This is an optimization exercise on Yosys and OpenROAD, whose aim is small area and a short achievable clock period, not a production implementation.
Only simulation tests tie the RTL to the original design; equivalence was not proved.
Power and IR drop assume default switching activity.

### flow/standard.sh
#!/bin/bash
# synth_recipe.tcl (not shown) runs the flow's synth.tcl, then flattens the netlist and writes it again
# the make line also repeats each setting of config.mk as NAME=value (left out here)
make -C /OpenROAD-flow-scripts/flow DESIGN_CONFIG=/design/flow/config.mk WORK_HOME=/design/flow/orfs CLKGATE_MAP_FILE= SYNTH_SCRIPT=/design/flow/synth_recipe.tcl "${@:-finish}"
### flow/flow/run.sh
#!/bin/bash
# The standard ORFS layout (standard.sh), run with these make settings on top of
# config.mk: ADDER_MAP_FILE= SETUP_SLACK_MARGIN=7.6
# ADDER_MAP_FILE empty skips synthesis's adder-extraction step, so abc maps the arithmetic;
# SETUP_SLACK_MARGIN makes timing repair aim for extra setup slack. Each make run logs to its
# own file here; ORFS keeps every tool's log under orfs/logs.
set -euo pipefail
KNOBS="ADDER_MAP_FILE= SETUP_SLACK_MARGIN=7.6"
bash standard.sh $KNOBS synth > make_synth.log 2>&1
bash standard.sh $KNOBS finish > make_finish.log 2>&1
### flow/design.v
module System_Top #(parameter WIDTH = 8, ADDR = 4 , ALU_FUN_WD = 4) (
input    wire                CONTROL_EN,
input    wire                CLKDIV_EN,
input    wire                CLK,
input    wire                RST,
input    wire                WrEn,
input    wire                RdEn,
input    wire   [ADDR-1:0]   Address,
input    wire   [WIDTH-1:0]  WrData,
output   reg    [WIDTH-1:0]  RdData,
output   reg                 SYS_OUT,
output   reg                 SYS_VLD
);
reg [7:0] regArr [0:15];
integer I;
always @(posedge CLK or negedge RST)
 begin
  if (!RST)
   begin
    for (I = 0; I < 16; I = I + 1)
      regArr[I] <= 8'd0;
   end
  else if (WrEn && !RdEn)
    regArr[Address] <= WrData;
 end
always @(posedge CLK)
 begin
  if (RST && RdEn && !WrEn)
    RdData <= regArr[Address];
 end
wire [7:0] A     = regArr[0];
wire [7:0] B     = regArr[1];
wire [15:0] CFG  = {regArr[3], regArr[2]};
wire       PAR_EN  = regArr[4][0];
wire       PAR_TYP = regArr[4][1];
wire [7:0] RATIO = regArr[5];
reg  [6:0] dv_count;
reg        div_clk;
reg        odd_tog;
wire       is_odd   = RATIO[0];
wire [6:0] half     = RATIO[7:1];
wire [6:0] half_m1  = half - 7'd1;
wire       ratio_ok = |RATIO[7:1];
wire       dv_en    = CLKDIV_EN & ratio_ok;
wire       flip     = is_odd ? (odd_tog ? (dv_count == half_m1) : (dv_count == half))
                             : (dv_count == half_m1);
always @(posedge CLK or negedge RST)
 begin
  if (!RST)
   begin
    dv_count <= 7'd0;
    div_clk  <= 1'b0;
    odd_tog  <= 1'b1;
   end
  else if (dv_en)
   begin
    if (flip)
     begin
      dv_count <= 7'd0;
      div_clk  <= ~div_clk;
      if (is_odd)
        odd_tog <= ~odd_tog;
     end
    else
      dv_count <= dv_count + 7'd1;
   end
 end
wire tick = ~dv_en | (flip & ~div_clk);
localparam [1:0] C_IDLE = 2'd0, C_CHK = 2'd1, C_WH = 2'd3, C_WL = 2'd2;
reg  [1:0] cphase;
reg  [3:0] op;
wire       alu_en = (cphase == C_CHK) & CFG[op];
reg  [1:0] cphase_nx;
reg        op_inc;
always @(*)
 begin
  cphase_nx = cphase;
  op_inc    = 1'b0;
  case (cphase)
   C_IDLE: if (CONTROL_EN) cphase_nx = C_CHK;
   C_CHK:  if (CFG[op]) cphase_nx = C_WH;
           else begin
             op_inc = 1'b1;
             if (op == 4'd15) cphase_nx = C_IDLE;
           end
   C_WH:   if (SYS_VLD) cphase_nx = C_WL;
   C_WL:   if (!SYS_VLD) begin
             op_inc = 1'b1;
             cphase_nx = (op == 4'd15) ? C_IDLE : C_CHK;
           end
  endcase
 end
always @(posedge CLK or negedge RST)
 begin
  if (!RST)
   begin
    cphase <= C_IDLE;
    op     <= 4'd0;
   end
  else
   begin
    cphase[0] <= cphase_nx[0];
    cphase[1] <= cphase_nx[1];
    if (op_inc)
      op <= op + 4'd1;
   end
 end
reg  [7:0] res;
wire       is_mul = (op == 4'd2);
wire       is_div = (op == 4'd3);
wire       is_sub = ~is_mul & (op != 4'd0);
wire [7:0] add_x  = is_mul ? ({B[6:0], 1'b0} & {8{A[7]}}) : A;
wire [7:0] add_y  = is_mul ? (B & {8{A[6]}}) : (B ^ {8{is_sub}});
wire [8:0] sum    = {1'b0, add_x} + {1'b0, add_y} + {8'd0, is_sub};
wire       a_lt   = ~sum[8];
wire       a_eq   = (A == B);
wire       q7 = ({7'd0, A[7]} >= B);
wire [0:0] r7 = q7 ? (A[7] - B[0]) : A[7];
wire [1:0] t6 = {r7, A[6]};
wire       q6 = ({6'd0, t6} >= B);
wire [1:0] r6 = q6 ? (t6 - B[1:0]) : t6;
always @(*)
 begin
  case (op)
   4'd0:  res = sum[7:0];
   4'd1:  res = sum[7:0];
   4'd2:  res = {A[5:0], 2'b00};
   4'd3:  res = {A[5:0], q7, q6};
   4'd4:  res = A & B;
   4'd5:  res = A | B;
   4'd6:  res = ~(A & B);
   4'd7:  res = ~(A | B);
   4'd8:  res = A ^ B;
   4'd9:  res = ~(A ^ B);
   4'd10: res = {7'd0, a_eq};
   4'd11: res = {7'd0, ~a_lt & ~a_eq};
   4'd12: res = {6'd0, a_lt, a_lt};
   4'd13: res = {1'b0, A[7:1]};
   4'd14: res = {A[6:0], 1'b0};
   default: res = 8'd0;
  endcase
 end
reg  [2:0] useq;
reg  [7:0] Q;       
reg  [7:0] R;       
reg  [7:0] Bc;      
wire       u_div  = useq[2];
wire       u_run  = (useq[1:0] != 2'd0);
wire       u_last = (useq[1:0] == 2'd1);
wire [7:0] ta  = {R[6:0], u_div & Q[7]};
wire [8:0] sa  = {1'b0, ta} + {1'b0, Bc} + {8'd0, u_div};
wire       qa  = u_div ? sa[8] : Q[7];
wire [7:0] ra  = qa ? sa[7:0] : ta;
wire [7:0] tb  = {ra[6:0], u_div & Q[6]};
wire [8:0] sb  = {1'b0, tb} + {1'b0, Bc} + {8'd0, u_div};
wire       qb  = u_div ? sb[8] : Q[6];
wire [7:0] rb  = qb ? sb[7:0] : tb;
wire [7:0] fin = u_div ? {Q[5:0], qa, qb} : rb;    
reg  [3:0] ust;
wire       in_data = ust[3];
always @(posedge CLK or negedge RST)
 begin
  if (!RST)
   begin
    useq    <= 3'd0;
    ust     <= 4'd0;
    SYS_VLD <= 1'b0;
    SYS_OUT <= 1'b0;
   end
  else
   begin
    if (alu_en)
      useq <= {is_div, (is_mul | is_div) ? 2'd3 : 2'd0};
    else if (u_run)
      useq <= {u_div, useq[1:0] - 2'd1};
    if (tick)
     begin
      SYS_VLD <= (ust != 4'd0) && (ust != 4'd4);
      case (ust)
       4'd0:    SYS_OUT <= 1'b1;
       4'd4:    SYS_OUT <= 1'b1;
       4'd1:    SYS_OUT <= 1'b0;
       4'd3:    SYS_OUT <= 1'b1;
       default: SYS_OUT <= (u_run & u_last) ? fin[0] : Q[0];
      endcase
     end
    if (alu_en)
      ust <= 4'd4;
    else if (tick)
     begin
      case (ust)
       4'd0:    ust <= 4'd0;
       4'd4:    ust <= 4'd1;
       4'd1:    ust <= 4'd8;
       4'd2:    ust <= 4'd3;
       4'd3:    ust <= 4'd0;
       4'd15:   ust <= PAR_EN ? 4'd2 : 4'd3;
       default: ust <= ust + 4'd1;
      endcase
     end
   end
 end
always @(posedge CLK)
 begin
  if (alu_en)
   begin
    Q  <= res;
    Bc <= B ^ {8{is_div}};
   end
  else if (u_run && !u_last)
    Q <= {Q[5:0], qa, qb};
  else if (u_run)              
    Q <= (tick && in_data) ? {fin[7] ^ fin[0], fin[7:1]} : fin;
  else if (tick && in_data)
   begin
    if (ust == 4'd15)
      Q[0] <= Q[7] ^ PAR_TYP;
    else
      Q <= {Q[7] ^ Q[0], Q[7:1]};
   end
 end
always @(posedge CLK)
  R <= alu_en ? (is_mul ? sum[7:0] : {6'd0, r6}) : rb;
endmodule
### flow/constraint.sdc
create_clock -name core_clock -period 11.0 [get_ports {CLK}]
set_input_delay 2.2000 -clock core_clock [delete_from_list [all_inputs] [get_ports {CLK}]]
set_output_delay 2.2000 -clock core_clock [all_outputs]
set_load 0.01 [all_outputs]
### flow/config.mk
export PLATFORM = sky130hd
export DESIGN_NAME = System_Top
export DESIGN_NICKNAME = System_Top
export VERILOG_FILES = /design/flow/design.v
export SDC_FILE = /design/flow/constraint.sdc
export NUM_CORES = 4
export LEC_CHECK = 0
export ABC_AREA = 1
export CAP_MARGIN = 20
export CORE_MARGIN = 2
export CORE_UTILIZATION = 70
export CTS_BUF_LIST = sky130_fd_sc_hd__clkbuf_8
export PLACE_DENSITY = 0.8
export SLEW_MARGIN = 20
==> results.toml, run 1 <==
[status]
run_status = "complete, no violations"

[critical_path]
critPathMaxFanout = 16
critPathLaunchType = "primary input"
cp.required_ns = 11.31
critPathCaptureType = "register"
critical_path_class = "primary input to register"
cp.arrival_ns = 3.80

[power_and_ir_drop]
power_density_mw_per_mm2 = 279.5
irDropWorstVdd_uv = 156.3
p_leak_nw = 5.842

[timing]
period_needed_ns = 3.485
tightest_slew_ns = 0.8987
max_freq_mhz = 286.9
setup_tns_ns = 0
fin_ws_ns = 7.515
slew_headroom = 0.3986
rsz0062_at_grt = "yes"
fin_skew_ns = 0.01563
setup_viol = 0
maxSlewViolCount = 0
hold_viol = 0
fin_crit_sh = 0.3169

[routing]
wire_per_inst_um = 19.37
drc = 0
vias = 11270
wirelength_um = 33980
via_per_inst = 6.422
drt_pass1_iterations = 6
drtIter0Drc = 1553
ant_nets = 0

[synthesis]
ys.flop_type = "dfrtp_1"
syn_area_per_cell_sq_um = 7.202
synthCells = 1516
ys_types = 59
synthTopCellsByArea = "dfrtp_1 35%, nand2_1 17%, o21ai_0 8.2%, edfxtp_1 6.6%, inv_1 5.5%"
synth_largest_area_cell = "dfrtp_1"
async_flop_share = 0.8306
ys_warn_count = 2
synth_edf_count = 24
syn_nets = 1534
yosysTopAreaCellShare = 0.3461
yosysMostFrequentCell = "nand2_1"
synth_seq_cells = 183
yosys-top-cells-count = "481 x nand2_1, 179 x o21ai_0, 159 x inv_1"
syn-cell-area_sq_mm = 0.01092
synth_seq_area_share = 0.4273

[clock_tree]
clockBufferDepth = 2
htree_num_levels = 4
hold_buffers = 0
clk_pin_slew_ns = 0.10
cts_sinks = 183
cts_tree = "built"
clock-root-buffer = "clkbuf_8"
numCtsBuffers = 17
insertion_delay_ns = 0.48

[floorplan]
core-area_sq_mm = 0.01520
ios = 28
dieWidth_um = 128.9
num_rows = 45
dieArea_sq_mm = 0.01661
die_h_um = 128.9
start_util = 0.7182

[placement]
io_buffers = 27
place_congestion = 1.027
dpl.cell_count = 1687
preCtsSetupSlack_ns = 6.654
hpwlAfterDp_um = 22920
dpl-instance-area_sq_mm = 0.01126

[grt]
grt_pass1_vias = 9885
grt_pass1_wl_um = 52880
grt_overflow_total = 0
antenna_found_initial = 0
grt_usage = 0.4135
grt_max_degree = 79

[finish]
drive_gt1_frac = 0.1264
final_cells = 1754
diodes = 0
final_nets = 1571
area_growth_pct = 11.84
final_core_util = 0.8032
design_area_sq_mm = 0.01221

[run]
drv_cap = 0

[min_path]
hp-class = "register to register"
-- metal layers --
metal  global-route usage  routed length [um]  vias up  part of all wire
met3              0.09272                4370      123              0.13
met1               0.6202               13790     5196              0.41
met5                    0                   0        -                 0
met2               0.6001               14720      850              0.43
met4               0.1375                1094        0             0.032
li1                     -                   -     5096                 -
-- power breakdown --
group / internal (mW) / switching, mW
Sequential: 0.893 / 0.187
Clock: 0.189 / 0.274
Combinational: 0.630 / 1.24
-- through the flow --
step	total power, mW	hold slack, ns
final	3.413	0.4969
after global routing	3.638	0.5147
after CTS	3.269	0.4943
after detailed placement	2.774	0.4726
after global placement	2.722	0.4661
after floorplan	2.348	0.4490
-- registers in the layout, summed over array words and instances (netlist names), 2 cells and up --
signal and count:
Bc 8, ust 4, op 4, dv_count 7
R 7, Q 8, RdData 8, cphase 2
useq 3, regArr 128
-- cell type report --
type	instances	area, sq um
well taps	188	235.2
inverters	165	630.6
repair buffers	64	524.3
multi-input cells	1122	5751
clock buffers	17	234.0
flip-flops and latches	183	4668
clock inverters	15	167.7
fillers	1054	2992
-- logic make-up (layout without fill, tap and decap cells) --
family                    after synthesis  after routing  synth area share
and+or+nand+nor                       778            778            0.3036
AOI/OAI and AO/OA                     313            313            0.1692
buffers and inverters                 211            261           0.07506
DFF                                   183            183            0.4273
xor gates and xnor gates               31             31           0.02487
-- layout by cell type, fill, tap and decap left out, drive strengths merged, types with 5 or more instances in the layout --
cell           netlist  routed
nor2               127     127
xor2                25      25
clkdlybuf4s50        0      11
a22o                 5       5
a31oi                5       5
or2                  5       5
clkbuf              39      20
nand3               96      96
o211ai               9       9
clkdlybuf4s15        0       6
inv                162     171
o2111ai             11      11
nand4               19      19
a22oi                7       7
o22ai               23      23
o21ai              183     183
a221oi               7       7
nor3                13      13
a21oi               33      33
a211oi               5       5
edfxtp              24      24
clkinv               3       8
dfxtp                7       7
nand2              509     509
buf                  7      40
dfrtp              151     151
xnor2                6       6
-- timing repair --
action,in CTS,in global routing
pin swaps,12,10
setup endpoints to repair,183,167
buffers inserted,22,13
resized for setup,84,47
-- critical path, stage by stage --
cell             delay [ns]
clkdlybuf4s50_1        0.50
inv_1                  0.05
nor2_1                 0.08
buf_4                  0.32
nand2_1                0.34
nand2_1                0.17
o21ai_0                0.13
-- path summary, 6_finish.rpt --
path / cells past startpoint / startpoint / end / slack (ns)
worst max-delay path: 7 / WrEn / regArr[3][5]$_DFFE_PN0P_ / 7.51
worst min-delay path: 2 / regArr[2][5]$_DFFE_PN0P_ / regArr[2][5]$_DFFE_PN0P_ / 0.50
worst max register to register: 20 / op[2]$_DFFE_PN0P_ / Q[5]$_DFFE_PP_ / 7.77
worst min register to register: 2 / regArr[2][5]$_DFFE_PN0P_ / regArr[2][5]$_DFFE_PN0P_ / 0.50
max in group asynchronous: 2 / RST / regArr[1][0]$_DFFE_PN0P_ / 8.07
min in group asynchronous: 1 / RST / dv_count[4]$_DFFE_PN0P_ / 1.73
==> run 2: changes to the inputs <==
==> flow/flow/run.sh (replaced) <==
#!/bin/bash
# The standard ORFS layout (standard.sh), run with these make settings on top of
# config.mk: ADDER_MAP_FILE= SETUP_SLACK_MARGIN=7.75
# ADDER_MAP_FILE empty skips synthesis's adder-extraction step, so abc maps the arithmetic;
# SETUP_SLACK_MARGIN makes timing repair aim for extra setup slack. Each make run logs to its
# own file here; ORFS keeps every tool's log under orfs/logs.
set -euo pipefail
KNOBS="ADDER_MAP_FILE= SETUP_SLACK_MARGIN=7.75"
bash standard.sh $KNOBS synth > make_synth.log 2>&1
bash standard.sh $KNOBS finish > make_finish.log 2>&1
--- a/flow/config.mk
+++ b/flow/config.mk
@@ -8,7 +8,6 @@
 export ABC_AREA = 1
 export CAP_MARGIN = 20
 export CORE_MARGIN = 2
-export CORE_UTILIZATION = 70
+export CORE_UTILIZATION = 60
 export CTS_BUF_LIST = sky130_fd_sc_hd__clkbuf_8
-export PLACE_DENSITY = 0.8
 export SLEW_MARGIN = 20
==> results.toml, run 2 <==
[finish]
final_core_util = 0.7104
largest_reg_flops = 128
final_nets = 1603
largest_register = "regArr"
final_cell_mix = "438 x nand2_1, 172 x o21ai_0, 148 x dfrtp_1, 147 x inv_1, 93 x nor2_1"
fillers = 1494
final_common_cell = "nand2_1"
drive_gt1_frac = 0.1758
diodes = 0
area_growth_pct = 16.49

[synthesis]
synth_seq_area_share = 0.4273
synth_edf_count = 24
synth_largest_area_cell = "dfrtp_1"
yosysMostFrequentCell = "nand2_1"
ys_types = 59
ys_warn_count = 2
yosysTopAreaCellShare = 0.3461
syn_area_per_cell_sq_um = 7.202
synthCells = 1516
syn_nets = 1534
syn-cell-area_sq_mm = 0.01092
synth_seq_cells = 183
async_flop_share = 0.8306
ys.flop_type = "dfrtp_1"
synthTopCellsByArea = "dfrtp_1 35%, nand2_1 17%, o21ai_0 8.2%, edfxtp_1 6.6%, inv_1 5.5%"
yosys-top-cells-count = "481 x nand2_1, 179 x o21ai_0, 159 x inv_1"

[clock_tree]
hold_buffers = 0
htree_num_levels = 4
cts_tree = "built"
clock-root-buffer = "clkbuf_8"
clk_pin_slew_ns = 0.10
numCtsBuffers = 17
clockBufferDepth = 2
insertion_delay_ns = 0.50
cts_sinks = 183

[timing]
fin_skew_ns = 0.02006
max_freq_mhz = 299.2
slew_headroom = 0.4270
hold_viol = 0
fin_crit_sh = 0.3039
fin_ws_ns = 7.657
maxSlewViolCount = 0
setup_tns_ns = 0
period_needed_ns = 3.343
tightest_slew_ns = 0.8563
rsz0062_at_grt = "yes"
whs_ns = 0.4938
setup_viol = 0

[critical_path]
crit_chain = "buf_2"
slowest_stage = "edfxtp_1"
cp.arrival_ns = 1.14
critical_path_buf_inv_count = 1
critPathLaunchType = "register"
cp_slowest_stage_delay_ns = 0.48
rrSetupSlack_ns = 7.87
critical_path_class = "register to output pin"
critPathMaxFanout = 1
startpoint = "RdData[1]$_DFFE_PP_"
critPathTopFamily = "flip-flops"
cp.required_ns = 8.80
worst_r2r_startpoint = "op[3]$_DFFE_PN0P_"
critPathCaptureType = "output pin"
r2r_cells = 21
r2r-end = "Q[1]$_DFFE_PP_"

[placement]
preCtsSetupSlack_ns = 6.617
hpwlAfterDp_um = 22760
place_congestion = 0.9567
io_buffers = 27

[grt]
grt_max_degree = 71
grt_pass1_vias = 9734
met2_usage = 0.4936
grt_overflow_total = 0
use_met1 = 0.5007
gr-usage-met3 = 0.06354
busiest_layer = "met1"
grt_usage = 0.3346
grt_pass1_wl_um = 51420
antenna_found_initial = 0

[floorplan]
ios = 28
dieWidth_um = 138.9
core-area_sq_mm = 0.01790
num_rows = 49
die_h_um = 138.9
start_util = 0.6099
dieArea_sq_mm = 0.01929

[routing]
drtIter0Drc = 1192
via_per_inst = 5.928
ant_nets = 0
vias = 10830
wire_per_inst_um = 17.93
wirelength_um = 32760
drc = 0
drt_pass1_iterations = 6

[power_and_ir_drop]
power_density_mw_per_mm2 = 279.8
p_leak_nw = 6.073
irDropWorstVdd_uv = 289.4
power_mw = 3.559

[status]
run_status = "complete, no violations"

[min_path]
hold_path_depth = 2
min_to = "regArr[8][6]$_DFFE_PN0P_"
hp-class = "register to register"
holdCritStartpoint = "regArr[8][6]$_DFFE_PN0P_"

[run]
drv_cap = 0
-- run 2: layout make-up --
type / instances / area, sq um / share of cell area
inverters: 165 / 636.9 / 0.05007
clock buffers: 17 / 234.0 / 0.01840
multi-input cells: 1125 / 5986 / 0.4706
flip-flops and latches: 183 / 4672 / 0.3673
well taps: 229 / 286.5 / 0.02253
clock inverters: 15 / 175.2 / 0.01377
repair buffers: 93 / 728.2 / 0.05726
-- run 2: timing repair --
item / in CTS / in global routing
buffers inserted: 21 / 43
pin swaps: 11 / 29
gates resized for setup: 87 / 103
endpoints found under the setup margin: 187 / 137
cloned: 0 / 3
-- run 2: metal layers --
| layer | vias to the layer above | share of wire |
|---|---|---|
| li1 | 5161 | - |
| met1 | 5098 | 0.45 |
| met2 | 495 | 0.44 |
| met3 | 76 | 0.083 |
| met4 | 0 | 0.027 |
| met5 | - | 0 |
-- run 2: cell families after synthesis --
logic type,share of synthesized area
DFF,0.4273
buffers and inverters,0.07506
xor gates and xnor gates,0.02487
AOI/OAI and AO/OA,0.1692
and+or+nand+nor,0.3036
-- run 2: worst max-delay path by stage --
stage          cells past startpoint                        end  slack, ns
6_report                           1                  RdData[1]       7.66
5_1_grt                           21             Q[1]$_DFFE_PP_       7.62
4_1_cts                            1                  RdData[1]       7.65
3_5_place_dp                       6  regArr[14][3]$_DFFE_PN0P_       6.62
3_3_place_gp                       6  regArr[14][3]$_DFFE_PN0P_       6.69
2_1_floorplan                      8   regArr[9][5]$_DFFE_PN0P_       7.67
-- run 2: per-stage QoR --
| step | area [sq um] | std cells |
|---|---|---|
| after global routing | 12720 | 1827 |
| after floorplan | 11040 | 1516 |
| after CTS | 12030 | 1781 |
| final | 12720 | 1827 |
| after global placement | 11410 | 1728 |
| after detailed placement | 11410 | 1728 |
-- run 2: where the power goes --
group	switching [mW]	internal, mW	total [mW]
logic	1.31	0.721	2.03
clock network	0.289	0.174	0.463
registers	0.174	0.894	1.07
total	1.77	1.79	3.56
==> run 3: changes to the inputs <==
==> flow/flow/run.sh (replaced) <==
#!/bin/bash
# The standard ORFS layout (standard.sh), run with these make settings on top of
# config.mk: ADDER_MAP_FILE= SETUP_SLACK_MARGIN=7.67
# ADDER_MAP_FILE empty skips synthesis's adder-extraction step, so abc maps the arithmetic;
# SETUP_SLACK_MARGIN makes timing repair aim for extra setup slack. Each make run logs to its
# own file here; ORFS keeps every tool's log under orfs/logs.
set -euo pipefail
KNOBS="ADDER_MAP_FILE= SETUP_SLACK_MARGIN=7.67"
bash standard.sh $KNOBS synth > make_synth.log 2>&1
bash standard.sh $KNOBS finish > make_finish.log 2>&1
--- a/flow/config.mk
+++ b/flow/config.mk
@@ -10,4 +10,6 @@
 export CORE_MARGIN = 2
 export CORE_UTILIZATION = 60
 export CTS_BUF_LIST = sky130_fd_sc_hd__clkbuf_8
+export CTS_CLUSTER_DIAMETER = 100
+export CTS_CLUSTER_SIZE = 25
 export SLEW_MARGIN = 20
==> results.toml, run 3 <==
[critical_path]
worst_r2r_startpoint = "op[3]$_DFFE_PN0P_"
cp.arrival_ns = 1.14
critPathMaxFanout = 1
critPathTopFamily = "flip-flops"
crit_chain = "buf_2"
cp.required_ns = 8.80
critPathCaptureType = "output pin"
cp_slowest_stage_delay_ns = 0.48
r2r_cells = 20
critical_path_buf_inv_count = 1
r2r-end = "Q[1]$_DFFE_PP_"
rrSetupSlack_ns = 7.83
critical_path_class = "register to output pin"
critPathLaunchType = "register"
slowest_stage = "edfxtp_1"
startpoint = "RdData[6]$_DFFE_PP_"

[run]
drv_cap = 0

[grt]
antenna_found_initial = 1
grt_overflow_total = 0
grt_max_degree = 73
grt_usage = 0.3449
grt_pass1_vias = 9634
grt_pass1_wl_um = 52530

[finish]
register_area_sq_mm = 0.004672
final_core_util = 0.6993
multi_input_area_sq_mm = 0.005852
largest_register = "regArr"
final_common_cell = "nand2_1"
diodes = 0
largest_reg_flops = 128
fillers = 1546
final_nets = 1592
drive_gt1_frac = 0.1582
final_cell_mix = "448 x nand2_1, 173 x o21ai_0, 148 x dfrtp_1, 147 x inv_1, 97 x nor2_1"
final_cells = 1816
area_growth_pct = 14.67

[timing]
whs_ns = 0.4937
fin_skew_ns = 0.01966
period_needed_ns = 3.344
setup_viol = 0
fin_crit_sh = 0.3040
hold_viol = 0
tightest_slew_ns = 0.9703
maxSlewViolCount = 0
slew_headroom = 0.3507
max_freq_mhz = 299.0
setup_tns_ns = 0
rsz0062_at_grt = "yes"

[synthesis]
synth_seq_cells = 183
syn_nets = 1534
yosys-top-cells-count = "481 x nand2_1, 179 x o21ai_0, 159 x inv_1"
yosysTopAreaCellShare = 0.3461
ys_warn_count = 2
yosysMostFrequentCell = "nand2_1"
synth_largest_area_cell = "dfrtp_1"
synth_seq_area_share = 0.4273
async_flop_share = 0.8306
syn-cell-area_sq_mm = 0.01092
synthTopCellsByArea = "dfrtp_1 35%, nand2_1 17%, o21ai_0 8.2%, edfxtp_1 6.6%, inv_1 5.5%"
synthCells = 1516
synth_edf_count = 24
syn_area_per_cell_sq_um = 7.202
ys.flop_type = "dfrtp_1"
ys_types = 59

[floorplan]
num_rows = 49
core-area_sq_mm = 0.01790
die_h_um = 138.9
start_util = 0.6099
ios = 28
dieWidth_um = 138.9
dieArea_sq_mm = 0.01929

[routing]
drt_pass1_iterations = 7
vias = 10840
drc = 0
ant_nets = 0
wirelength_um = 33510
wire_per_inst_um = 18.45
via_per_inst = 5.970
drtIter0Drc = 1288

[min_path]
holdCritStartpoint = "useq[0]$_DFFE_PN0N_"
hold_path_depth = 1
hp-class = "register to register"
min_to = "useq[0]$_DFFE_PN0N_"

[clock_tree]
clockBufferDepth = 2
hold_buffers = 0
clock-root-buffer = "clkbuf_8"
insertion_delay_ns = 0.50
clk_pin_slew_ns = 0.11
numCtsBuffers = 17
cts_sinks = 183
htree_num_levels = 4
cts_tree = "built"

[power_and_ir_drop]
p_leak_nw = 5.928
irDropWorstVdd_uv = 274.2
power_density_mw_per_mm2 = 279.4

[placement]
hpwlAfterDp_um = 23380
io_buffers = 27
dpl.cell_count = 1729
place_congestion = 1.027

[status]
run_status = "complete, no violations"
-- run 3: cell families after synthesis --
group	share of synthesized area
flops	0.4273
simple gates	0.3036
buf+inv	0.07506
xor+xnor	0.02487
compound gates	0.1692
-- run 3: repair_timing --
| action | CTS | global route |
|---|---|---|
| hold endpoints to repair | 0 | 0 |
| gates resized for setup | 100 | 73 |
| endpoints found under the setup margin | 194 | 94 |
| buffers inserted | 27 | 28 |
| pin swaps | 10 | 22 |
-- run 3: power breakdown --
| part | total, mW | switching, mW | internal (mW) |
|---|---|---|---|
| Sequential | 1.08 | 0.181 | 0.894 |
| Clock | 0.477 | 0.300 | 0.177 |
| Combinational | 1.95 | 1.26 | 0.682 |
| Total | 3.50 | 1.74 | 1.75 |
-- run 3: through the flow --
stage	power (mW)	cell area (sq um)	setup WS, ns
floorplan	2.350	10970	7.608
global placement	2.758	11340	6.715
detailed placement	2.785	11340	6.709
CTS	3.310	12130	7.657
global route	3.762	12520	7.587
finish	3.498	12520	7.656
-- run 3: metal layers --
layer | routed length, um | GRT usage
met2 | 14680 | 0.5030
met3 | 3217 | 0.07631
met1 | 14880 | 0.5250
met5 | 8 | 0
met4 | 721 | 0.08878
-- run 3: cell type report --
cell class,instances,share of cell area
Tap cell,229,0.02289
Clock buffer,17,0.01869
Multi-Input combinational cell,1122,0.4674
Clock inverter,15,0.01579
Timing Repair Buffer,85,0.05177
Inverter,165,0.05027
Sequential cell,183,0.3732
-- run 3: worst max-delay path by stage --
stage,endpoint,cells past startpoint
after floorplan,regArr[6][7]$_DFFE_PN0P_,8
after CTS,regArr[8][3]$_DFFE_PN0P_,7
after global routing,Q[1]$_DFFE_PP_,21
final,RdData[6],1
after detailed placement,regArr[15][6]$_DFFE_PN0P_,6
after global placement,regArr[5][1]$_DFFE_PN0P_,8
-- run 3: worst register-to-register path: cells and delay by family, from the launching register on --
| family | cells | cell delay (ns) |
|---|---|---|
| flip-flops | 1 | 0.44 |
| buffers and inverters | 1 | 0.13 |
| AO/OA/AOI/OAI | 2 | 0.43 |
| AND/OR/NAND/NOR | 17 | 1.93 |
==> run 4: changes to the inputs <==
==> flow/flow/run.sh (replaced) <==
#!/bin/bash
# The standard ORFS layout (standard.sh), run with these make settings on top of
# config.mk: ADDER_MAP_FILE= SETUP_SLACK_MARGIN=7.6
# ADDER_MAP_FILE empty skips synthesis's adder-extraction step, so abc maps the arithmetic;
# SETUP_SLACK_MARGIN makes timing repair aim for extra setup slack. Each make run logs to its
# own file here; ORFS keeps every tool's log under orfs/logs.
set -euo pipefail
KNOBS="ADDER_MAP_FILE= SETUP_SLACK_MARGIN=7.6"
bash standard.sh $KNOBS synth > make_synth.log 2>&1
bash standard.sh $KNOBS finish > make_finish.log 2>&1
==> results.toml, run 4 <==
[status]
run_status = "complete, no violations"

[run]
drv_cap = 0

[clock_tree]
clock-root-buffer = "clkbuf_8"
numCtsBuffers = 17
htree_num_levels = 4
insertion_delay_ns = 0.48
clockBufferDepth = 2
clk_pin_slew_ns = 0.10
cts_sinks = 183
cts_tree = "built"

[routing]
via_per_inst = 5.929
wirelength_um = 33260
vias = 10700
drtIter0Drc = 1267
ant_nets = 0
top_layer_used = "met4"
wl_met1_um = 15210
drc = 0
met2_length_um = 14040
drt_pass1_iterations = 6
wl_met3_um = 3298
wire_per_inst_um = 18.43

[timing]
maxSlewViolCount = 0
rsz0062_at_grt = "yes"
tightest_slew_ns = 0.9094
fin_ws_ns = 7.648
fin_crit_sh = 0.3047
slew_headroom = 0.3915
whs_ns = 0.4982
period_needed_ns = 3.352
setup_tns_ns = 0
setup_viol = 0
hold_viol = 0
max_freq_mhz = 298.3
fin_skew_ns = 0.02606

[synthesis]
synthMuxAreaShare = 0
async_flop_share = 0.8306
synth_largest_area_cell = "dfrtp_1"
yosys.area_share.simple = 0.3036
ys_warn_count = 2
synth_seq_area_share = 0.4273
yosysTopAreaCellShare = 0.3461
synthAdderAreaFrac = 0
synth_top_family_by_area = "simple AND/OR/NAND/NOR gates"
syn_area_per_cell_sq_um = 7.202
yosys-top-cells-count = "481 x nand2_1, 179 x o21ai_0, 159 x inv_1"
synthXorXnorAreaFrac = 0.02487
synthCells = 1516
synth_compound_area_frac = 0.1691
synth_seq_cells = 183
syn_nets = 1534
yosysMostFrequentCell = "nand2_1"
synth_edf_count = 24
syn-cell-area_sq_mm = 0.01092
ys.flop_type = "dfrtp_1"
synthTopCellsByArea = "dfrtp_1 35%, nand2_1 17%, o21ai_0 8.2%, edfxtp_1 6.6%, inv_1 5.5%"
ys_types = 59

[placement]
hpwlAfterDp_um = 23670
io_buffers = 27
preCtsSetupSlack_ns = 6.617
place_congestion = 1.044

[power_and_ir_drop]
internal-power_mw = 1.720
clockPowerShare = 0.136
switching_share = 0.5004
p_switching_mw = 1.722
power_density_mw_per_mm2 = 279.7
p_leak_nw = 5.866
power_frac_seq = 0.314
irDropWorstVdd_uv = 281.1
comb_power_share = 0.551
power_mw = 3.442

[finish]
diodes = 0
drive_gt1_frac = 0.1339
final_cell_mix = "457 x nand2_1, 173 x o21ai_0, 151 x inv_1, 148 x dfrtp_1, 101 x nor2_1"
final_nets = 1581
multi_input_area_sq_mm = 0.005720
largest_reg_flops = 128
final_common_cell = "nand2_1"
area_growth_pct = 12.70
fillers = 1556
largest_register = "regArr"
register_area_sq_mm = 0.004669

[min_path]
hp-class = "register to register"
hold_path_depth = 2

[critical_path]
r2r_cells = 25
critical_path_class = "primary input to register"
crit_chain = "dlygate4sd2_1 > inv_2 > nor2_1 > inv_2 > nor2_4 > nand2_1 > nand4_1 > nor3_1 > a41oi_1"
critPathMaxFanout = 9
slowest_stage = "dlygate4sd2_1"
cp.required_ns = 11.20
cp_slowest_stage_delay_ns = 0.28
critPathCaptureType = "register"
cp.arrival_ns = 3.56
crit_top_cell = "inv_2"
critPathLaunchType = "primary input"
critical_path_buf_inv_count = 3
critPathTopFamily = "simple AND/OR/NAND/NOR gates"
path_depth = 9

[grt]
grt_max_degree = 58
grt_usage = 0.3475
grt_pass1_wl_um = 53210
grt_overflow_total = 0
antenna_found_initial = 0
grt_pass1_vias = 9760

[floorplan]
dieWidth_um = 138.9
die_h_um = 138.9
dieArea_sq_mm = 0.01929
num_rows = 49
ios = 28
start_util = 0.6099
core-area_sq_mm = 0.01790
[run 4: cell counts after synthesis]
No cell type changed its count.
[run 4: worst reg2reg max path: stages (launching register included)]
cell and delay (ns):
edfxtp_1 0.50, nand2_1 0.15, nand2_1 0.14, nor2_2 0.17, and2_4 0.17, nand2_4 0.09
nand2_8 0.10, nand2_4 0.12, nand2_1 0.09, nand3_1 0.15, nand2_2 0.14, nor2_1 0.05
nand2_1 0.07, nand2_2 0.07, nand2_1 0.08, nand2_2 0.06, nand2_4 0.13, nand2_8 0.11
nand2_2 0.09, nand3_1 0.09, nand2_1 0.12, nand2_1 0.06, nand3_1 0.09, nand2_1 0.07
nand2_1 0.06, nand2_1 0.06
[run 4: per-layer routing]
metal | vias up | GRT usage
li1 | 5108 | -
met5 | - | 0
met1 | 4982 | 0.5396
met2 | 541 | 0.5051
met4 | 0 | 0.08612
met3 | 71 | 0.06561
[run 4: worst paths after layout]
check | startpoint | end | slack [ns]
setup / recovery | Address[2] | RdData[2]$_DFFE_PP_ | 7.65
hold / removal | regArr[2][5]$_DFFE_PN0P_ | regArr[2][5]$_DFFE_PN0P_ | 0.50
setup reg to reg | Bc[4]$_DFFE_PP_ | Q[6]$_DFFE_PP_ | 7.77
hold reg to reg | regArr[2][5]$_DFFE_PN0P_ | regArr[2][5]$_DFFE_PN0P_ | 0.50
max in group asynchronous | RST | useq[2]$_DFFE_PN0P_ | 8.27
min in group asynchronous | RST | regArr[7][5]$_DFFE_PN0P_ | 1.61
[run 4: layout make-up]
class | count | area share
clock buffers | 17 | 0.01902
clock inverters | 15 | 0.01495
inverters | 165 | 0.05064
multi-input cells | 1122 | 0.4649
flip-flops and latches | 183 | 0.3795
well taps | 229 | 0.02329
repair buffers | 74 | 0.04769
[run 4: power groups by stage]
stage | clock (mW) | sequential, mW | combinational [mW]
floorplan | 0 | 1.00 | 1.34
detailed placement | 0 | 1.09 | 1.70
CTS | 0.471 | 1.08 | 1.76
global placement | 0 | 1.10 | 1.67
global route | 0.494 | 1.10 | 2.11
finish | 0.467 | 1.08 | 1.90
[run 4: cell families (layout without fill, tap and decap cells)]
| kind of cell | Yosys count | in the layout |
|---|---|---|
| AND/OR/NAND/NOR | 778 | 778 |
| AO/OA/AOI/OAI | 313 | 313 |
| buffers and inverters | 211 | 271 |
| flip-flops | 183 | 183 |
| XOR/XNOR | 31 | 31 |
[run 4: per-stage QoR]
stage | area, sq um | utilization | instances
floorplan | 10940 | - | 1516
global placement | 11320 | 0.6323 | 1729
detailed placement | 11320 | 0.6323 | 1729
CTS | 12050 | 0.6731 | 1786
global route | 12300 | 0.6873 | 1805
finish | 12300 | 0.6873 | 1805
[run 4: repair_timing]
action,CTS,global route
endpoints found under the setup margin,179,87
hold endpoints to repair,0,0
setup buffers,25,19
hold buffers,0,0
pin swaps,8,7
gates resized for setup,82,46
==> run 5: changes to the inputs <==
--- a/flow/config.mk
+++ b/flow/config.mk
@@ -6,10 +6,10 @@
 export NUM_CORES = 4
 export LEC_CHECK = 0
 export ABC_AREA = 1
-export CAP_MARGIN = 20
+export CAP_MARGIN = 5
 export CORE_MARGIN = 2
 export CORE_UTILIZATION = 60
 export CTS_BUF_LIST = sky130_fd_sc_hd__clkbuf_8
 export CTS_CLUSTER_DIAMETER = 100
 export CTS_CLUSTER_SIZE = 25
-export SLEW_MARGIN = 20
+export SLEW_MARGIN = 5
==> results.toml, run 5 <==
[status]
run_status = "complete, no violations"

[clock_tree]
htree_num_levels = 4
cts_tree = "built"
clk_pin_slew_ns = 0.10
numCtsBuffers = 17
clock-root-buffer = "clkbuf_8"
clockBufferDepth = 2
cts_sinks = 183
insertion_delay_ns = 0.48

[grt]
grt_overflow_total = 0
grt_max_degree = 58
antenna_found_initial = 0
grt_usage = 0.3475
grt_pass1_wl_um = 53210
grt_pass1_vias = 9760

[critical_path]
cp.arrival_ns = 3.56
rrSetupSlack_ns = 7.77
r2r-end = "Q[6]$_DFFE_PP_"
cp_slowest_stage_delay_ns = 0.28
crit_top_cell = "inv_2"
critPathLaunchType = "primary input"
slowest_stage = "dlygate4sd2_1"
critical_path_class = "primary input to register"
crit_chain = "dlygate4sd2_1 > inv_2 > nor2_1 > inv_2 > nor2_4 > nand2_1 > nand4_1 > nor3_1 > a41oi_1"
r2r_cells = 25
cp.required_ns = 11.20
critPathMaxFanout = 9
worst_r2r_startpoint = "Bc[4]$_DFFE_PP_"
critPathCaptureType = "register"

[power_and_ir_drop]
p_leak_nw = 5.866
internal-power_mw = 1.720
irDropWorstVdd_uv = 281.1
power_mw = 3.442
power_density_mw_per_mm2 = 279.7
comb_power_share = 0.551
p_switching_mw = 1.722
switching_share = 0.5004
power_frac_seq = 0.314
clockPowerShare = 0.136

[run]
drv_cap = 0

[routing]
wirelength_um = 33260
drt_pass1_iterations = 6
wire_per_inst_um = 18.43
ant_nets = 0
via_per_inst = 5.929
drc = 0
vias = 10700
drtIter0Drc = 1267

[floorplan]
dieArea_sq_mm = 0.01929
dieWidth_um = 138.9
num_rows = 49
die_h_um = 138.9
core-area_sq_mm = 0.01790
ios = 28
start_util = 0.6099

[placement]
io_buffers = 27
hpwlAfterDp_um = 23670
place_congestion = 1.044
dpl.cell_count = 1729

[min_path]
hold_path_depth = 2
holdCritStartpoint = "regArr[2][5]$_DFFE_PN0P_"
hp-class = "register to register"
min_to = "regArr[2][5]$_DFFE_PN0P_"

[finish]
final_common_cell = "nand2_1"
final_nets = 1581
final_cell_mix = "457 x nand2_1, 173 x o21ai_0, 151 x inv_1, 148 x dfrtp_1, 101 x nor2_1"
diodes = 0
largest_register = "regArr"
drive_gt1_frac = 0.1339
area_growth_pct = 12.70
largest_reg_flops = 128
final_cells = 1805
final_core_util = 0.6873

[synthesis]
syn-cell-area_sq_mm = 0.01092
synthCells = 1516
yosysTopAreaCellShare = 0.3461
synth_seq_area_share = 0.4273
yosys-top-cells-count = "481 x nand2_1, 179 x o21ai_0, 159 x inv_1"
synth_edf_count = 24
syn_nets = 1534
async_flop_share = 0.8306
ys_types = 59
syn_area_per_cell_sq_um = 7.202
ys_warn_count = 2
yosysMostFrequentCell = "nand2_1"
synthTopCellsByArea = "dfrtp_1 35%, nand2_1 17%, o21ai_0 8.2%, edfxtp_1 6.6%, inv_1 5.5%"
ys.flop_type = "dfrtp_1"
synth_seq_cells = 183
synth_largest_area_cell = "dfrtp_1"

[timing]
fin_crit_sh = 0.3047
period_needed_ns = 3.352
slew_headroom = 0.3915
whs_ns = 0.4982
setup_tns_ns = 0
setup_viol = 0
hold_viol = 0
tightest_slew_ns = 0.9094
fin_skew_ns = 0.02606
maxSlewViolCount = 0
rsz0062_at_grt = "yes"
max_freq_mhz = 298.3
-- run 5: logic make-up (layout without fill, tap and decap cells) --
| logic type | after synthesis | count (layout) | share of synthesized area |
|---|---|---|---|
| buffers and inverters | 211 | 271 | 0.07506 |
| XOR/XNOR | 31 | 31 | 0.02487 |
| AO/OA/AOI/OAI | 313 | 313 | 0.1692 |
| flip-flops | 183 | 183 | 0.4273 |
| AND/OR/NAND/NOR | 778 | 778 | 0.3036 |
-- run 5: metal layers --
layer  wire length (um)  global-route usage  up-vias
met5                  0                   0        -
met3               3298             0.06561       71
li1                   -                   -     5108
met2              14040              0.5051      541
met1              15210              0.5396     4982
met4                712             0.08612        0
-- run 5: through the flow --
stage | cell area, sq um | setup slack (ns)
2_1_floorplan | 10940 | 7.599
3_3_place_gp | 11320 | 6.629
3_5_place_dp | 11320 | 6.617
4_1_cts | 12050 | 7.602
5_1_grt | 12300 | 7.556
6_report | 12300 | 7.648
-- run 5: power groups by stage --
stage / clock (mW) / sequential [mW] / combinational, mW
floorplan: 0 / 1.00 / 1.34
global placement: 0 / 1.10 / 1.67
detailed placement: 0 / 1.09 / 1.70
CTS: 0.471 / 1.08 / 1.76
global route: 0.494 / 1.10 / 2.11
finish: 0.467 / 1.08 / 1.90
-- run 5: how the worst max path moves through the flow --
stage	depth (start not counted)	startpoint	end	slack (ns)
after global routing	21	op[3]$_DFFE_PN0P_	Q[1]$_DFFE_PP_	7.56
after CTS	1	RdData[3]$_DFFE_PP_	RdData[3]	7.60
after global placement	8	Address[0]	regArr[9][3]$_DFFE_PN0P_	6.63
after floorplan	8	Address[0]	regArr[13][6]$_DFFE_PN0P_	7.60
final	9	Address[2]	RdData[2]$_DFFE_PP_	7.65
after detailed placement	8	Address[0]	regArr[9][6]$_DFFE_PN0P_	6.62
-- run 5: layout make-up --
type                            count  area, sq um
Clock inverter                     15        183.9
Timing Repair Buffer               74        586.8
Clock buffer                       17        234.0
Sequential cell                   183         4669
Tap cell                          229        286.5
Multi-Input combinational cell   1122         5720
Fill cell                        1556         5598
Inverter                          165        623.1
-- run 5: worst max-delay path: cells and delay by family --
family / cells / cell delay (ns)
AO/OA/AOI/OAI: 1 / 0.18
AND/OR/NAND/NOR: 5 / 0.62
buffers and inverters: 3 / 0.55
-- run 5: repair_timing --
| item | in CTS | in global routing |
|---|---|---|
| hold buffers | 0 | 0 |
| resized for setup | 82 | 46 |
| endpoints found under the setup margin | 179 | 87 |
| hold endpoints to repair | 0 | 0 |
| buffers inserted | 25 | 19 |
| pin swaps | 8 | 7 |
==> run 6: changes to the inputs <==
--- a/flow/design.v
+++ b/flow/design.v
@@ -114,6 +114,24 @@
 wire [8:0] sum    = {1'b0, add_x} + {1'b0, add_y} + {8'd0, is_sub};
 wire       a_lt   = ~sum[8];
 wire       a_eq   = (A == B);
+reg  [3:0] ltab;
+always @(*)
+ begin
+  case (op)
+   4'd4:    ltab = 4'b1000;    
+   4'd5:    ltab = 4'b1110;    
+   4'd6:    ltab = 4'b0111;    
+   4'd7:    ltab = 4'b0001;    
+   4'd8:    ltab = 4'b0110;    
+   4'd9:    ltab = 4'b1001;    
+   default: ltab = 4'b0000;
+  endcase
+ end
+wire [7:0] lres;
+genvar gi;
+generate for (gi = 0; gi < 8; gi = gi + 1) begin : g_lut
+  assign lres[gi] = ltab[{A[gi], B[gi]}];
+end endgenerate
 wire       q7 = ({7'd0, A[7]} >= B);
 wire [0:0] r7 = q7 ? (A[7] - B[0]) : A[7];
 wire [1:0] t6 = {r7, A[6]};
@@ -126,12 +144,12 @@
    4'd1:  res = sum[7:0];
    4'd2:  res = {A[5:0], 2'b00};
    4'd3:  res = {A[5:0], q7, q6};
-   4'd4:  res = A & B;
-   4'd5:  res = A | B;
-   4'd6:  res = ~(A & B);
-   4'd7:  res = ~(A | B);
-   4'd8:  res = A ^ B;
-   4'd9:  res = ~(A ^ B);
+   4'd4:  res = lres;
+   4'd5:  res = lres;
+   4'd6:  res = lres;
+   4'd7:  res = lres;
+   4'd8:  res = lres;
+   4'd9:  res = lres;
    4'd10: res = {7'd0, a_eq};
    4'd11: res = {7'd0, ~a_lt & ~a_eq};
    4'd12: res = {6'd0, a_lt, a_lt};
--- a/flow/config.mk
+++ b/flow/config.mk
@@ -6,10 +6,10 @@
 export NUM_CORES = 4
 export LEC_CHECK = 0
 export ABC_AREA = 1
-export CAP_MARGIN = 5
+export CAP_MARGIN = 20
 export CORE_MARGIN = 2
 export CORE_UTILIZATION = 60
 export CTS_BUF_LIST = sky130_fd_sc_hd__clkbuf_8
 export CTS_CLUSTER_DIAMETER = 100
 export CTS_CLUSTER_SIZE = 25
-export SLEW_MARGIN = 5
+export SLEW_MARGIN = 20
==> results.toml, run 6 <==
[synthesis]
ys_warn_count = 2
synth_seq_cells = 183
yosysMostFrequentCell = "nand2_1"
synth_largest_area_cell = "dfrtp_1"
synthTopCellsByArea = "dfrtp_1 35%, nand2_1 15%, o21ai_0 8.2%, edfxtp_1 6.6%, inv_1 5.1%"
syn_area_per_cell_sq_um = 7.358
ys_types = 61
synthCells = 1475
syn_nets = 1493
ys.flop_type = "dfrtp_1"
async_flop_share = 0.8306
synth_seq_area_share = 0.4299
yosys-top-cells-count = "432 x nand2_1, 178 x o21ai_0, 151 x dfrtp_1"
syn-cell-area_sq_mm = 0.01085
synth_edf_count = 24
yosysTopAreaCellShare = 0.3482

[routing]
drc = 0
drtIter0Drc = 1086
wire_per_inst_um = 18.42
via_per_inst = 5.945
wirelength_um = 32180
drt_pass1_iterations = 5
vias = 10390
ant_nets = 0

[clock_tree]
cts_sinks = 183
hold_buffers = 0
numCtsBuffers = 17
clk_pin_slew_ns = 0.11
htree_num_levels = 4
cts_tree = "built"
clockBufferDepth = 2
clock-root-buffer = "clkbuf_8"
insertion_delay_ns = 0.47

[placement]
hpwlAfterDp_um = 22920
place_congestion = 0.9856
io_buffers = 27

[power_and_ir_drop]
irDropWorstVdd_uv = 264.3
clockPowerShare = 0.135
p_switching_mw = 1.732
comb_power_share = 0.556
power_density_mw_per_mm2 = 286.5
switching_share = 0.4991
internal-power_mw = 1.739
power_frac_seq = 0.309
p_leak_nw = 5.628

[run]
drv_cap = 0

[critical_path]
critPathLaunchType = "primary input"
crit_top_cell = "nand2_1"
critical_path_class = "primary input to register"
critical_path_buf_inv_count = 3
cp_slowest_stage_delay_ns = 0.50
cp.required_ns = 11.33
cp.arrival_ns = 3.75
critPathTopFamily = "buffers and inverters"
critPathCaptureType = "register"
critPathMaxFanout = 16
slowest_stage = "clkdlybuf4s50_1"
crit_chain = "clkdlybuf4s50_1 > inv_1 > nor2_1 > buf_4 > nand2_1 > nand2_1 > o21ai_0"

[finish]
final_common_cell = "nand2_1"
final_cell_mix = "414 x nand2_1, 172 x o21ai_0, 149 x dfrtp_1, 140 x inv_1, 92 x nand3_1"
area_growth_pct = 11.62
largest_reg_flops = 128
final_core_util = 0.6790
largest_register = "regArr"
final_nets = 1522
drive_gt1_frac = 0.1292

[grt]
busiest_layer = "met2"
use_met1 = 0.4867
antenna_found_initial = 0
gr-usage-met3 = 0.08071
grt_pass1_vias = 9303
grt_overflow_total = 0
grt_pass1_wl_um = 50580
met2_usage = 0.5091
grt_usage = 0.3347
grt_max_degree = 84

[timing]
tightest_slew_ns = 0.7889
setup_tns_ns = 0
fin_crit_sh = 0.3111
hold_viol = 0
fin_skew_ns = 0.02225
maxSlewViolCount = 0
slew_headroom = 0.4741
setup_viol = 0
rsz0062_at_grt = "yes"
period_needed_ns = 3.422
max_freq_mhz = 292.2

[floorplan]
num_rows = 49
die_h_um = 138.5
ios = 28
start_util = 0.6083
dieArea_sq_mm = 0.01918
core-area_sq_mm = 0.01784
dieWidth_um = 138.5

[min_path]
hp-class = "register to register"

[status]
run_status = "complete, no violations"
run 6: cell types whose count changed after synthesis, sizes merged, moves of 5 or more:
cell	delta
o221ai	+5
xnor2	+7
o22ai	-5
nand2	-51
nor2	-6
clkinv	+5
run 6: stage by stage:
step,power (mW),hold slack (ns),setup WS [ns],cells,instance area [sq um]
after floorplan,2.419,0.4416,7.614,1475,10880
after global routing,3.758,0.4964,7.507,1746,12110
after global placement,2.851,0.4574,6.395,1689,11280
after CTS,3.378,0.4862,7.600,1734,11930
after detailed placement,2.876,0.4625,6.435,1689,11280
final,3.471,0.4775,7.578,1747,12110
run 6: power groups by stage:
stage	combinational (mW)	clock, mW	sequential (mW)
floorplan	1.41	0	1.01
global placement	1.76	0	1.09
detailed placement	1.79	0	1.08
CTS	1.83	0.473	1.07
global route	2.17	0.496	1.10
finish	1.93	0.469	1.07
run 6: final timing paths:
check	start	endpoint	slack, ns	cells after the start
hold / removal	div_clk$_DFFE_PN0P_	div_clk$_DFFE_PN0P_	0.48	1
setup reg to reg	op[1]$_DFFE_PN0P_	Q[3]$_DFFE_PP_	7.88	11
max in group asynchronous	RST	regArr[0][7]$_DFFE_PN0P_	8.13	2
hold reg to reg	div_clk$_DFFE_PN0P_	div_clk$_DFFE_PN0P_	0.48	1
setup / recovery	WrEn	regArr[6][5]$_DFFE_PN0P_	7.58	7
min in group asynchronous	RST	dv_count[2]$_DFFE_PN0P_	1.74	1
run 6: kinds of logic after synthesis:
logic type                share of synthesized area
and+or+nand+nor                              0.2845
AOI/OAI and AO/OA                            0.1769
buffers and inverters                       0.07482
DFF                                          0.4299
xor gates and xnor gates                    0.03389
run 6: area by class of cell:
type | instances | area [sq um]
Clock inverter | 14 | 176.4
Timing Repair Buffer | 54 | 457.9
Tap cell | 229 | 286.5
Fill cell | 1546 | 5727
Clock buffer | 18 | 247.7
Sequential cell | 183 | 4668
Antenna cell | 1 | 2.502
Multi-Input combinational cell | 1082 | 5639
Inverter | 166 | 635.6
run 6: layer usage:
layer,up-vias,part of all wire
met3,59,0.089
met1,4881,0.45
met5,-,0
met4,0,0.023
li1,4971,-
met2,475,0.44
run 6: what timing repair did:
item,in CTS,in global routing
gates resized for setup,66,48
endpoints found under the setup margin,156,202
setup buffers,13,11
pin swaps,10,10
cloned,0,1
==> run 7: changes to the inputs <==
==> flow/flow/run.sh (replaced) <==
#!/bin/bash
# The standard ORFS layout (standard.sh), run with these make settings on top of
# config.mk: ADDER_MAP_FILE= SETUP_SLACK_MARGIN=7.67
# ADDER_MAP_FILE empty skips synthesis's adder-extraction step, so abc maps the arithmetic;
# SETUP_SLACK_MARGIN makes timing repair aim for extra setup slack. Each make run logs to its
# own file here; ORFS keeps every tool's log under orfs/logs.
set -euo pipefail
KNOBS="ADDER_MAP_FILE= SETUP_SLACK_MARGIN=7.67"
bash standard.sh $KNOBS synth > make_synth.log 2>&1
bash standard.sh $KNOBS finish > make_finish.log 2>&1
--- a/flow/config.mk
+++ b/flow/config.mk
@@ -8,7 +8,7 @@
 export ABC_AREA = 1
 export CAP_MARGIN = 20
 export CORE_MARGIN = 2
-export CORE_UTILIZATION = 60
+export CORE_UTILIZATION = 55
 export CTS_BUF_LIST = sky130_fd_sc_hd__clkbuf_8
 export CTS_CLUSTER_DIAMETER = 100
 export CTS_CLUSTER_SIZE = 25
==> results.toml, run 7 <==
[grt]
grt_overflow_total = 0
grt_pass1_wl_um = 51180
grt_usage = 0.3229
antenna_found_initial = 0
grt_pass1_vias = 9129
grt_max_degree = 70

[finish]
largest_reg_flops = 128
final_nets = 1523
drive_gt1_frac = 0.1502
diodes = 0
area_growth_pct = 13.25
final_core_util = 0.6336
largest_register = "regArr"
final_common_cell = "nand2_1"
final_cell_mix = "404 x nand2_1, 171 x o21ai_0, 149 x dfrtp_1, 137 x inv_1, 90 x nor2_1"

[clock_tree]
insertion_delay_ns = 0.49
clockBufferDepth = 2
clock-root-buffer = "clkbuf_8"
clk_pin_slew_ns = 0.11
cts_sinks = 183
cts_tree = "built"
htree_num_levels = 4
hold_buffers = 0
numCtsBuffers = 17

[routing]
ant_nets = 0
drt_pass1_iterations = 6
wirelength_um = 32980
drtIter0Drc = 1154
vias = 10330
drc = 0
via_per_inst = 5.796
wire_per_inst_um = 18.50

[timing]
fin_crit_sh = 0.3049
period_needed_ns = 3.354
max_freq_mhz = 298.1
whs_ns = 0.4782
setup_tns_ns = 0
setup_viol = 0
maxSlewViolCount = 0
tightest_slew_ns = 0.8396
hold_viol = 0
slew_headroom = 0.4382
rsz0062_at_grt = "yes"
fin_skew_ns = 0.02049

[floorplan]
dieWidth_um = 144.5
core-area_sq_mm = 0.01940
ios = 28
num_rows = 51
start_util = 0.5595
dieArea_sq_mm = 0.02087
die_h_um = 144.5

[synthesis]
synthTopCellsByArea = "dfrtp_1 35%, nand2_1 15%, o21ai_0 8.2%, edfxtp_1 6.6%, inv_1 5.1%"
ys_warn_count = 2
async_flop_share = 0.8306
synth_largest_area_cell = "dfrtp_1"
yosysTopAreaCellShare = 0.3482
ys_types = 61
syn-cell-area_sq_mm = 0.01085
synthCells = 1475
synth_seq_area_share = 0.4299
ys.flop_type = "dfrtp_1"
yosysMostFrequentCell = "nand2_1"
synth_seq_cells = 183
yosys-top-cells-count = "432 x nand2_1, 178 x o21ai_0, 151 x dfrtp_1"
syn_area_per_cell_sq_um = 7.358
syn_nets = 1493
synth_edf_count = 24

[run]
drv_cap = 0

[critical_path]
critPathMaxFanout = 1
critical_path_buf_inv_count = 1
critPathTopFamily = "flip-flops"
critPathLaunchType = "register"
cp_slowest_stage_delay_ns = 0.48
critical_path_class = "register to output pin"
crit_chain = "buf_2"
critPathCaptureType = "output pin"
cp.arrival_ns = 1.15
cp.required_ns = 8.80
slowest_stage = "edfxtp_1"

[min_path]
hp-class = "register to register"

[placement]
io_buffers = 27
hpwlAfterDp_um = 23940
place_congestion = 0.9801

[power_and_ir_drop]
power_density_mw_per_mm2 = 289.6
p_leak_nw = 5.669
irDropWorstVdd_uv = 127.6
power_frac_seq = 0.304
clockPowerShare = 0.135
switching_share = 0.5063
p_switching_mw = 1.802
comb_power_share = 0.561
internal-power_mw = 1.757

[status]
run_status = "complete, no violations"
## run 7: cell count changes in the layout (fill, tap and decap cells not counted), sizes merged, moves of 2 or more
cell and delta:
buf +11, clkdlybuf4s15 -5, dlygate4sd2 -4, clkbuf -2
clkinvlp -2, inv +2
## run 7: final cells by class
class / count / area, sq um
Tap cell: 265 / 331.6
Multi-Input combinational cell: 1082 / 5799
Fill cell: 1773 / 7108
Sequential cell: 183 / 4671
Inverter: 166 / 636.9
Clock buffer: 17 / 234.0
Clock inverter: 15 / 196.4
Timing Repair Buffer: 55 / 421.7
## run 7: path summary, 6_finish.rpt
path / startpoint / endpoint / slack (ns) / depth (start not counted)
setup reg to reg: Bc[0]$_DFFE_PP_ / Q[7]$_DFFE_PP_ / 7.86 / 26
setup / recovery: RdData[2]$_DFFE_PP_ / RdData[2] / 7.65 / 1
hold / removal: div_clk$_DFFE_PN0P_ / div_clk$_DFFE_PN0P_ / 0.48 / 1
hold reg to reg: div_clk$_DFFE_PN0P_ / div_clk$_DFFE_PN0P_ / 0.48 / 1
max in group asynchronous: RST / regArr[0][7]$_DFFE_PN0P_ / 8.03 / 3
min in group asynchronous: RST / dv_count[2]$_DFFE_PN0P_ / 1.54 / 1
## run 7: layer usage
| metal | global-route usage | up-vias | routed length, um |
|---|---|---|---|
| li1 | - | 4975 | - |
| met3 | 0.04901 | 50 | 2605 |
| met2 | 0.4655 | 440 | 14220 |
| met4 | 0.07154 | 0 | 539 |
| met1 | 0.5113 | 4869 | 15620 |
| met5 | 0 | - | 0 |
## run 7: power by group through the flow
stage	clock network [mW]	registers (mW)	logic (mW)
3_5_place_dp	0	1.09	1.82
4_1_cts	0.485	1.08	1.86
6_report	0.479	1.08	2.00
5_1_grt	0.510	1.10	2.22
3_3_place_gp	0	1.09	1.79
2_1_floorplan	0	1.01	1.42
## run 7: stage by stage
stage	power, mW	cells	area (sq um)	setup slack, ns
final	3.559	1783	12290	7.646
after global routing	3.833	1783	12290	7.613
after CTS	3.422	1768	11980	7.643
after detailed placement	2.907	1726	11400	6.642
after global placement	2.884	1726	11400	6.647
after floorplan	2.426	1475	10960	7.640
## run 7: kinds of logic after synthesis
group / share of synthesized area
buffers and inverters: 0.07482
DFF: 0.4299
AOI/OAI and AO/OA: 0.1769
xor gates and xnor gates: 0.03389
and+or+nand+nor: 0.2845
## run 7: timing repair
action                                  4_1_cts  5_1_grt
pin swaps                                     7       11
endpoints found under the setup margin      226      177
buffers inserted                             10       14
resized for setup                            81       71
cloned                                        0        1
==> run 8: changes to the inputs <==
--- a/flow/config.mk
+++ b/flow/config.mk
@@ -8,7 +8,7 @@
 export ABC_AREA = 1
 export CAP_MARGIN = 20
 export CORE_MARGIN = 2
-export CORE_UTILIZATION = 55
+export CORE_UTILIZATION = 65
 export CTS_BUF_LIST = sky130_fd_sc_hd__clkbuf_8
 export CTS_CLUSTER_DIAMETER = 100
 export CTS_CLUSTER_SIZE = 25
==> results.toml, run 8 <==
[status]
run_status = "complete, no violations"

[routing]
drc = 0
via_per_inst = 6.095
ant_nets = 0
drtIter0Drc = 1435
wirelength_um = 31680
wire_per_inst_um = 18.18
drt_pass1_iterations = 6
vias = 10620

[timing]
tightest_slew_ns = 0.7834
rsz0062_at_grt = "yes"
fin_skew_ns = 0.01988
hold_viol = 0
fin_crit_sh = 0.3065
max_freq_mhz = 296.6
whs_ns = 0.4838
setup_tns_ns = 0
setup_viol = 0
slew_headroom = 0.4772
period_needed_ns = 3.371
maxSlewViolCount = 0

[synthesis]
syn_nets = 1493
async_flop_share = 0.8306
ys.flop_type = "dfrtp_1"
synth_seq_cells = 183
synthCells = 1475
syn-cell-area_sq_mm = 0.01085
yosysTopAreaCellShare = 0.3482
synth_largest_area_cell = "dfrtp_1"
synth_edf_count = 24
yosys-top-cells-count = "432 x nand2_1, 178 x o21ai_0, 151 x dfrtp_1"
synth_seq_area_share = 0.4299
ys_warn_count = 2
syn_area_per_cell_sq_um = 7.358
synthTopCellsByArea = "dfrtp_1 35%, nand2_1 15%, o21ai_0 8.2%, edfxtp_1 6.6%, inv_1 5.1%"
yosysMostFrequentCell = "nand2_1"
ys_types = 61

[critical_path]
rrSetupSlack_ns = 7.86
cp_slowest_stage_delay_ns = 0.49
crit_chain = "clkdlybuf4s50_1 > inv_1 > nor2_1 > buf_4 > nand2_1 > nand2_1 > o21ai_0"
critPathCaptureType = "register"
cp.required_ns = 11.34
critPathLaunchType = "primary input"
cp.arrival_ns = 3.71
r2r-end = "Q[0]$_DFFE_PP_"
startpoint = "WrEn"
r2r_cells = 19
crit_top_cell = "nand2_1"
slowest_stage = "clkdlybuf4s50_1"
worst_r2r_startpoint = "op[3]$_DFFE_PN0P_"
critPathMaxFanout = 16
critical_path_class = "primary input to register"

[placement]
io_buffers = 27
place_congestion = 0.9768
dpl-instance-area_sq_mm = 0.01134
hpwlAfterDp_um = 22500

[floorplan]
dieArea_sq_mm = 0.01775
ios = 28
dieWidth_um = 133.2
core-area_sq_mm = 0.01647
die_h_um = 133.2
num_rows = 47
start_util = 0.6591

[power_and_ir_drop]
power_mw = 3.524
p_leak_nw = 5.644
irDropWorstVdd_uv = 209.5
power_density_mw_per_mm2 = 290.1

[finish]
final_nets = 1528
largest_reg_flops = 128
area_growth_pct = 11.92
drive_gt1_frac = 0.1445
largest_register = "regArr"
diodes = 0
final_cell_mix = "409 x nand2_1, 172 x o21ai_0, 149 x dfrtp_1, 139 x inv_1, 89 x nand3_1"
design_area_sq_mm = 0.01215
final_common_cell = "nand2_1"

[clock_tree]
clock-root-buffer = "clkbuf_8"
clk_pin_slew_ns = 0.10
hold_buffers = 0
cts_tree = "built"
insertion_delay_ns = 0.48
clockBufferDepth = 2
numCtsBuffers = 17
htree_num_levels = 4
cts_sinks = 183

[min_path]
hold_path_depth = 1
hp-class = "register to register"
holdCritStartpoint = "div_clk$_DFFE_PN0P_"
min_to = "div_clk$_DFFE_PN0P_"

[grt]
grt_usage = 0.3586
grt_max_degree = 81
antenna_found_initial = 0
grt_pass1_wl_um = 49540
grt_pass1_vias = 9223
grt_overflow_total = 0

[run]
drv_cap = 0
==> run 8: cell count changes in the layout (fill, tap and decap cells not counted), moves of 3 or more <==
cell,change
buf_4,+7
clkbuf_2,-4
clkinv_8,-6
inv_2,-3
inv_4,+3
nand2_1,+5
nand2_2,-3
nor2_1,-3
nor2_2,+4
==> run 8: per-stage QoR <==
| stage | instances | util | setup slack, ns |
|---|---|---|---|
| floorplan | 1475 | - | 7.640 |
| global placement | 1680 | 0.6885 | 6.737 |
| detailed placement | 1680 | 0.6885 | 6.726 |
| CTS | 1723 | 0.7197 | 7.645 |
| global route | 1743 | 0.7377 | 7.512 |
| finish | 1743 | 0.7377 | 7.629 |
==> run 8: cell type report <==
| type | count | area, sq um |
|---|---|---|
| Timing Repair Buffer | 61 | 476.7 |
| Tap cell | 220 | 275.3 |
| Sequential cell | 183 | 4668 |
| Inverter | 166 | 650.6 |
| Clock buffer | 18 | 247.7 |
| Fill cell | 1317 | 4319 |
| Clock inverter | 14 | 112.6 |
| Multi-Input combinational cell | 1081 | 5715 |
==> run 8: worst max-delay path by stage <==
stage	end
floorplan	RdData[1]$_DFFE_PP_
global placement	RdData[6]$_DFFE_PP_
detailed placement	regArr[14][7]$_DFFE_PN0P_
CTS	regArr[14][7]$_DFFE_PN0P_
global route	regArr[2][6]$_DFFE_PN0P_
finish	regArr[7][4]$_DFFE_PN0P_
==> run 8: kinds of logic (layout without fill, tap and decap cells) <==
kind of cell | count (synthesis) | in the layout | share of synthesized area
AO/OA/AOI/OAI | 322 | 322 | 0.1769
AND/OR/NAND/NOR | 717 | 717 | 0.2845
flip-flops | 183 | 183 | 0.4299
buffers and inverters | 211 | 259 | 0.07482
XOR/XNOR | 42 | 42 | 0.03389
==> run 8: routing by layer <==
metal / global-route usage / share of wire
met5: 0 / 0
met4: 0.08511 / 0.022
met3: 0.07991 / 0.11
met2: 0.5141 / 0.43
met1: 0.5579 / 0.45
==> run 8: repair_timing <==
action,CTS,global route
setup endpoints to repair,166,202
gates resized for setup,78,59
endpoints found under the hold margin,0,0
pin swaps,8,13
setup buffers,11,20
==> run 8: worst max-delay path, delay by kind of cell <==
| kind | cells | cell delay (ns) |
|---|---|---|
| AO/OA/AOI/OAI | 1 | 0.09 |
| buffers and inverters | 3 | 0.82 |
| AND/OR/NAND/NOR | 3 | 0.59 |
==> run 8: power by group <==
group	total, mW	switching (mW)	leakage, nW	internal (mW)
Clock	0.427	0.259	0.197	0.169
Sequential	1.07	0.176	2.24	0.894
Combinational	2.03	1.33	3.21	0.696
Total	3.52	1.76	5.64	1.76

-- separate check: timing with driven ports --
In the flow no input, the clock included, has a driving cell. The finished layouts below were timed again as built, in two steps.
Step 1: set_driving_cell puts a clkbuf_16 on CLK and a buf_2 on each other input, an assumption about the parent block.
Step 2 also shifts input and output timing later by t, the mid clock arrival at the registers, as if the neighbouring blocks saw the same clock.
Three values: no drivers, after step 1, after step 2; two values: the first two.
run	shift t [ns]	setup WS [ns]	hold WS [ns]	worst register clock-pin slew, ns
run 1	0.512	7.515 / 7.534 / 7.021	0.497 / 0.497 / 0.497	0.11 / 0.11
run 2	0.530	7.657 / 7.613 / 7.229	0.494 / 0.494 / 0.494	0.12 / 0.12
run 3	0.530	7.656 / 7.611 / 7.166	0.494 / 0.494 / 0.494	0.12 / 0.12
run 4	0.519	7.648 / 7.607 / 7.155	0.498 / 0.498 / 0.498	0.12 / 0.12
run 5	0.519	7.648 / 7.607 / 7.155	0.498 / 0.498 / 0.498	0.12 / 0.12
run 6	0.506	7.578 / 7.593 / 7.091	0.478 / 0.478 / 0.478	0.12 / 0.12
run 7	0.524	7.646 / 7.603 / 7.187	0.478 / 0.478 / 0.478	0.12 / 0.12
run 8	0.513	7.629 / 7.646 / 7.133	0.484 / 0.484 / 0.484	0.11 / 0.11
After both steps setup and hold are still met in every run listed. For run 8, which loses most, drivers alone change the setup slack by +0.017 ns; drivers and shift together by -0.496 ns.
